Background: an optimization exercise with open tools, aiming at small area and a short achievable clock period. Do not read the settings as production practice. In this exercise RTL edits were held to simulation tests only and were not proved equivalent to the original. Power is estimated from default activity; no workload was simulated.

==> try-maple <==
## clock_divider
module clock_divider #(parameter BASE_SPEED = 50000000) (input logic clk, input logic[19:0] speed, input logic reset, output logic outClk);
clock: 140.0 ns
lec_check: 0
cap_margin: 20
core_margin: 2
core_utilization: 40
slew_margin: 20
synth_hierarchical: 1
run.sh (not shown) runs the stock make flow with config.mk's settings and CLKGATE_MAP_FILE= SYNTH_SCRIPT=/design/flow/synth_recipe.tcl, a recipe that flattens the netlist after the stock synthesis.
==> inputs of try-sierra, as changes to try-maple <==
==> flow/flow/run.sh (new file) <==
#!/bin/bash
# The standard layout (standard.sh, the standard flow's own ORFS run, unchanged synthesis),
# with one change: the buffers that placement puts on every input and output
# port are sky130_fd_sc_hd__buf_2 cells instead of the cell buffer_ports picks
# by default (a slow clkdlybuf4s50_1 delay buffer).
set -euo pipefail
printf '\nexport BUFFER_PORTS_ARGS = -buffer_cell sky130_fd_sc_hd__buf_2\n' >> config.mk
bash standard.sh finish > flow_make.log 2>&1
==> flow/standard.sh (new file) <==
#!/bin/bash
# synth_recipe.tcl (not shown) runs the flow's synth.tcl, then flattens the netlist and writes it again
# the make line also repeats each setting of config.mk as NAME=value (left out here)
make -C /OpenROAD-flow-scripts/flow DESIGN_CONFIG=/design/flow/config.mk WORK_HOME=/design/flow/orfs CLKGATE_MAP_FILE= SYNTH_SCRIPT=/design/flow/synth_recipe.tcl "${@:-finish}"
Settings changed: BUFFER_PORTS_ARGS set to -buffer_cell sky130_fd_sc_hd__buf_2, CORE_UTILIZATION 40 to 25, CTS_BUF_LIST set to sky130_fd_sc_hd__clkbuf_2 sky130_fd_sc_hd__clkbuf_4, PLACE_DENSITY set to 0.3.
removed: flow/run.sh
==> summary of the runs <==
try-maple finished clean. try-sierra finished clean. Of try-maple and try-sierra, try-sierra has the higher routed wire length (gap about 22%, measured against try-sierra). Hold slack: try-sierra is higher than try-maple (0.0082 ns). Between try-maple and try-sierra, the lower register-to-register slack is in try-sierra (gap 0.47 ns). Clock power: try-maple is higher than try-sierra (about 120%). Non-clock buffer count: try-sierra is lower than try-maple (8). Die area: try-maple is smaller than try-sierra (37%). In try-sierra the total power is lower than in try-maple, by 3.6%. Count of clock-buffer cells in the layout: try-maple is higher than try-sierra (3). In try-sierra the first-iteration DRC count is lower than in try-maple, by about 19%. Synthesized area is the same in try-maple and try-sierra.
==> figures <==
quantity                                                         try-sierra     try-maple
Slew at the pin closest to its max-slew limit                      1.157 ns      1.097 ns
X dimension of the die                                             185.3 µm      147.3 µm
Top achievable clock speed                                      0.01548 GHz   0.01532 GHz
Clock buffer cells                                                        5             8
Setup slack, reg-to-reg                                           129.01 ns     129.48 ns
Vias in the first global route                                        8,209         7,988
Power density over cell area                                   26.98 nW/µm²  27.83 nW/µm²
Final WS setup                                                     75.41 ns      74.73 ns
Result of the run                          no timing/DRC/antenna violations  no timing/DRC/antenna violations
Vertical extent of the die                                         185.3 µm      147.3 µm
Final setup skew                                                0.009529 ns   0.004946 ns
Cell-internal power                                               0.1008 mW     0.1079 mW
Part of the total power dissipated in sequential elements              4.2%          4.1%
Via-per-instance ratio                                                6.302         7.290
Share of cell area taken by multi-input logic gates                  81.65%        81.07%
Gpl congestion                                                       0.8063        0.9401
Final core utilization                                               27.60%        44.68%
Final HPWL from detailed placement                                27,930 µm     21,040 µm
Diode insertion count for antenna repair                                  0             1
Met1 routed wirelength after detailed routing                     15,720 µm     11,220 µm
Clock-pin transition on the worst setup and hold timing paths       0.10 ns       0.05 ns


==> inputs of build 12 <==
clock_divider, a different RTL version from the one above (not shown whole).
export LEC_CHECK = 0
export CAP_MARGIN = 20
export CORE_MARGIN = 2
export CORE_UTILIZATION = 25
export CTS_BUF_LIST = sky130_fd_sc_hd__clkbuf_2 sky130_fd_sc_hd__clkbuf_4
export PLACE_DENSITY = 0.3
export SLEW_MARGIN = 20
export SYNTH_HIERARCHICAL = 1
export BUFFER_PORTS_ARGS = -buffer_cell sky130_fd_sc_hd__buf_2
create_clock -name core_clock -period 140.0 [get_ports {clk}]
standard.sh (not shown) runs the stock make flow with config.mk's settings and CLKGATE_MAP_FILE= SYNTH_SCRIPT=/design/flow/synth_recipe.tcl, a recipe that flattens the netlist after the stock synthesis.
==> flow/flow/run.sh <==
#!/bin/bash
# The standard layout (standard.sh, the standard flow's own ORFS run, unchanged synthesis),
# with one change: the buffers that placement puts on every input and output
# port are sky130_fd_sc_hd__buf_2 cells instead of the cell buffer_ports picks
# by default (a slow clkdlybuf4s50_1 delay buffer).
set -euo pipefail
printf '\nexport BUFFER_PORTS_ARGS = -buffer_cell sky130_fd_sc_hd__buf_2\n' >> config.mk
bash standard.sh finish > flow_make.log 2>&1
==> build 72: changes against build 12 <==
--- a/flow/design.v
+++ b/flow/design.v
@@ -620,14 +620,45 @@
 	wire qc588;
 	wire hpn589;
 	wire hgn590;
 	wire qs591;
 	wire qc592;
 	wire lp593;
 	wire qs594;
+	wire calo595;
+	wire cq20_596;
+	wire cag20_597;
+	wire cq21_598;
+	wire cag21_599;
+	wire cq22_600;
+	wire cag22_601;
+	wire cq23_602;
+	wire cag23_603;
+	wire cq24_604;
+	wire cag24_605;
+	wire cq25_606;
+	wire cag25_607;
+	wire cq26_608;
+	wire cag26_609;
+	wire cblo610;
+	wire cbg20_611;
+	wire cbg21_612;
+	wire cbg22_613;
+	wire cbg23_614;
+	wire cbg24_615;
+	wire cbg25_616;
+	wire cbg26_617;
+	wire chlo618;
+	wire chg20_619;
+	wire chg21_620;
+	wire chg22_621;
+	wire chg23_622;
+	wire chg24_623;
+	wire chg25_624;
+	wire chg26_625;
 	cd_nand2 u_pp0_0_1 (.a(speed[0]), .b(px[0]), .y(pp0_0_1));
 	cd_nand2 u_pq0_2 (.a(n1[0]), .b(nspeed[0]), .y(pq0_2));
 	cd_pp u_pp0_1_3 (.d1(p1[0]), .a(speed[1]), .d2(p2[0]), .b(speed[0]), .d3(n1[0]), .c(nspeed[1]), .y(pp0_1_3));
 	cd_pp u_pp0_2_4 (.d1(p1[0]), .a(speed[2]), .d2(p2[0]), .b(speed[1]), .d3(n1[0]), .c(nspeed[2]), .y(pp0_2_4));
 	cd_pp u_pp0_3_5 (.d1(p1[0]), .a(speed[3]), .d2(p2[0]), .b(speed[2]), .d3(n1[0]), .c(nspeed[3]), .y(pp0_3_5));
 	cd_pp u_pp0_4_6 (.d1(p1[0]), .a(speed[4]), .d2(p2[0]), .b(speed[3]), .d3(n1[0]), .c(nspeed[4]), .y(pp0_4_6));
 	cd_pp u_pp0_5_7 (.d1(p1[0]), .a(speed[5]), .d2(p2[0]), .b(speed[4]), .d3(n1[0]), .c(nspeed[5]), .y(pp0_5_7));
@@ -1052,19 +1083,56 @@
 	cd_xn u_hpn589 (.a(fc492), .b(fs493), .y(hpn589));
 	cd_nd u_hgn590 (.a(fc492), .b(fs493), .y(hgn590));
 	assign qs591 = (hpn589 ^ qc588);
 	cd_cyo u_qc592 (.gn(hgn590), .pn(hpn589), .cn(qc588), .y(qc592));
 	assign lp593 = fc494 ^ fs495;
 	assign qs594 = (lp593 ^ qc592);
 	assign qsum = {qs594, qs591, qs587, qs583, qs579, qs575, qs571, qs567, qs563, qs559, qs555, qs551, qs547, qs543, qs539, qs535, qs531, qs527, qs523, qs519, qs515, qs511, qs507, qs503, qs501, hs497, pp0_0_1};
-	wire leFull = !big && (qsum >= 27'd83518677 && qsum <= 27'd133518677);
-	wire leHalf = !big && (qsum >= 27'd108518677 && qsum <= 27'd133518677);
+	assign calo595 = qsum[19:0] >= 20'd681173;
+	cd_xor2 u_cq20_596 (.a(hs569), .b(qc568), .y(cq20_596));
+	cd_nand2 u_cag20_597 (.a(cq20_596), .b(calo595), .y(cag20_597));
+	cd_xnor2 u_cq21_598 (.a(hpn573), .b(qc572), .y(cq21_598));
+	cd_nor2 u_cag21_599 (.a(cq21_598), .b(cag20_597), .y(cag21_599));
+	cd_xor2 u_cq22_600 (.a(hs577), .b(qc576), .y(cq22_600));
+	cd_nand2 u_cag22_601 (.a(cq22_600), .b(cag21_599), .y(cag22_601));
+	cd_xnor2 u_cq23_602 (.a(hpn581), .b(qc580), .y(cq23_602));
+	cd_nor2 u_cag23_603 (.a(cq23_602), .b(cag22_601), .y(cag23_603));
+	cd_xor2 u_cq24_604 (.a(hs585), .b(qc584), .y(cq24_604));
+	cd_nor2 u_cag24_605 (.a(cq24_604), .b(cag23_603), .y(cag24_605));
+	cd_xnor2 u_cq25_606 (.a(hpn589), .b(qc588), .y(cq25_606));
+	cd_nand2 u_cag25_607 (.a(cq25_606), .b(cag24_605), .y(cag25_607));
+	cd_xor2 u_cq26_608 (.a(lp593), .b(qc592), .y(cq26_608));
+	cd_nand2 u_cag26_609 (.a(cq26_608), .b(cag25_607), .y(cag26_609));
+	assign cblo610 = qsum[19:0] >= 20'd515349;
+	cd_nand2 u_cbg20_611 (.a(cq20_596), .b(cblo610), .y(cbg20_611));
+	cd_nor2 u_cbg21_612 (.a(cq21_598), .b(cbg20_611), .y(cbg21_612));
+	cd_nand2 u_cbg22_613 (.a(cq22_600), .b(cbg21_612), .y(cbg22_613));
+	cd_nand2 u_cbg23_614 (.a(cq23_602), .b(cbg22_613), .y(cbg23_614));
+	cd_nor2 u_cbg24_615 (.a(cq24_604), .b(cbg23_614), .y(cbg24_615));
+	cd_nor2 u_cbg25_616 (.a(cq25_606), .b(cbg24_615), .y(cbg25_616));
+	cd_nand2 u_cbg26_617 (.a(cq26_608), .b(cbg25_616), .y(cbg26_617));
+	assign chlo618 = qsum[19:0] >= 20'd349526;
+	cd_nand2 u_chg20_619 (.a(cq20_596), .b(chlo618), .y(chg20_619));
+	cd_nor2 u_chg21_620 (.a(cq21_598), .b(chg20_619), .y(chg21_620));
+	cd_nand2 u_chg22_621 (.a(cq22_600), .b(chg21_620), .y(chg22_621));
+	cd_nor2 u_chg23_622 (.a(cq23_602), .b(chg22_621), .y(chg23_622));
+	cd_nand2 u_chg24_623 (.a(cq24_604), .b(chg23_622), .y(chg24_623));
+	cd_nor2 u_chg25_624 (.a(cq25_606), .b(chg24_623), .y(chg25_624));
+	cd_nand2 u_chg26_625 (.a(cq26_608), .b(chg25_624), .y(chg26_625));
+	cd_and4b u_out (.an(cag26_609), .b(actnb), .c(cbg26_617), .d(chg26_625), .x(outClk));
+	assign geFull = ~cag26_609;
+	assign geHalf = ~cbg26_617;
+	assign gtTop = ~chg26_625;
+	wire geFull, geHalf, gtTop;
+	wire leFull = !big && geFull && !gtTop;
+	wire leHalf = !big && geHalf && !gtTop;
+	wire actnb;
 	wire active = !rstTrigger && (speed != 0);
 	wire counterRst = active && !leFull;
-	assign outClk = active && leFull && !leHalf;
+	assign actnb = active && !big;
 	wire clrn = !((shiftReg == 4'b1111) || counterRst);
 	wire [26:0] cc;
 	wire [25:0] cnext;
 	assign cc[0] = 1'b1;
 	for (genvar i = 0; i < 26; i++) begin : g_cnt
 		wire sum;
 		cd_ha u_inc (.a(counter[i]), .b(cc[i]), .s(sum), .co(cc[i+1]));
@@ -1096,14 +1164,17 @@
 endmodule
 module cd_nor2 (input logic a, b, output logic y);
 	assign y = ~(a | b);
 endmodule
 module cd_xnor2 (input logic a, b, output logic y);
 	assign y = ~(a ^ b);
 endmodule
+module cd_and4b (input logic an, b, c, d, output logic x);
+	assign x = ~an & b & c & d;
+endmodule
 module cd_inv (input logic a, output logic y);
 	assign y = ~a;
 endmodule
 module cd_fa (input logic a, b, c, output logic s, co);
 	assign s = a ^ b ^ c;
 	assign co = (a & b) | (a & c) | (b & c);
 endmodule
- CTS_BUF_LIST: sky130_fd_sc_hd__clkbuf_2 sky130_fd_sc_hd__clkbuf_4 -> sky130_fd_sc_hd__clkbuf_4
==> impl_metrics.json <==
{
  "status": "complete, no violations",
  "initial_core_util_pct": 25.23,
  "drive_above_1_share_pct": 8.770,
  "p_switching_mw": 0.1247,
  "worstRegToRegCells": 34,
  "seqPwrFrac_pct": 4.7,
  "leakagePower_nw": 2.420
}
[end of results for build 72]
==> impl_metrics.json <==
{
  "p_switching_mw": 0.1152,
  "holdPathStages": 0,
  "p_clk_share_pct": 2.5,
  "initial_core_util_pct": 25.39,
  "seqPwrFrac_pct": 5.1,
  "drive_above_1_share_pct": 9.817,
  "worstRegToRegCells": 37,
  "status": "complete, no violations"
}
[end of results for build 12]

separate check: timing with driven ports:
Ports are ideal in the flow. The routed layouts listed here were re-timed in OpenROAD. Step 1: set_driving_cell puts a clkbuf_16 on clk and a buf_2 on each other input, an assumption about the parent block. Step 2 adds t to the input delays and takes it off the output delays; t is the mean of the earliest and latest rising clock arrival at the registers after step 1. Input paths then give back, and output paths get back, about the clock's delay inside the block. Three values: ideal, step 1, step 2; two values: the first two.
| run | t (ns) | setup WS [ns] | latest minus earliest clock arrival (ns) | cell pins on the clock port's net |
|---|---|---|---|---|
| try-maple | 0.301 | 74.728 / 74.704 / 74.704 | 0.004 / 0.005 | 1 |
| try-sierra | 0.359 | 75.408 / 75.367 / 75.367 | 0.010 / 0.009 | 1 |
| build 12 | 0.351 | 75.554 / 75.482 / 75.482 | 0.009 / 0.008 | 1 |
| build 72 | 0.352 | 76.927 / 76.890 / 76.890 | 0.009 / 0.009 | 1 |
After both steps every run listed still meets setup and hold. For build 12, which loses most, drivers alone change the setup slack by -0.072 ns; drivers and shift together by -0.072 ns.
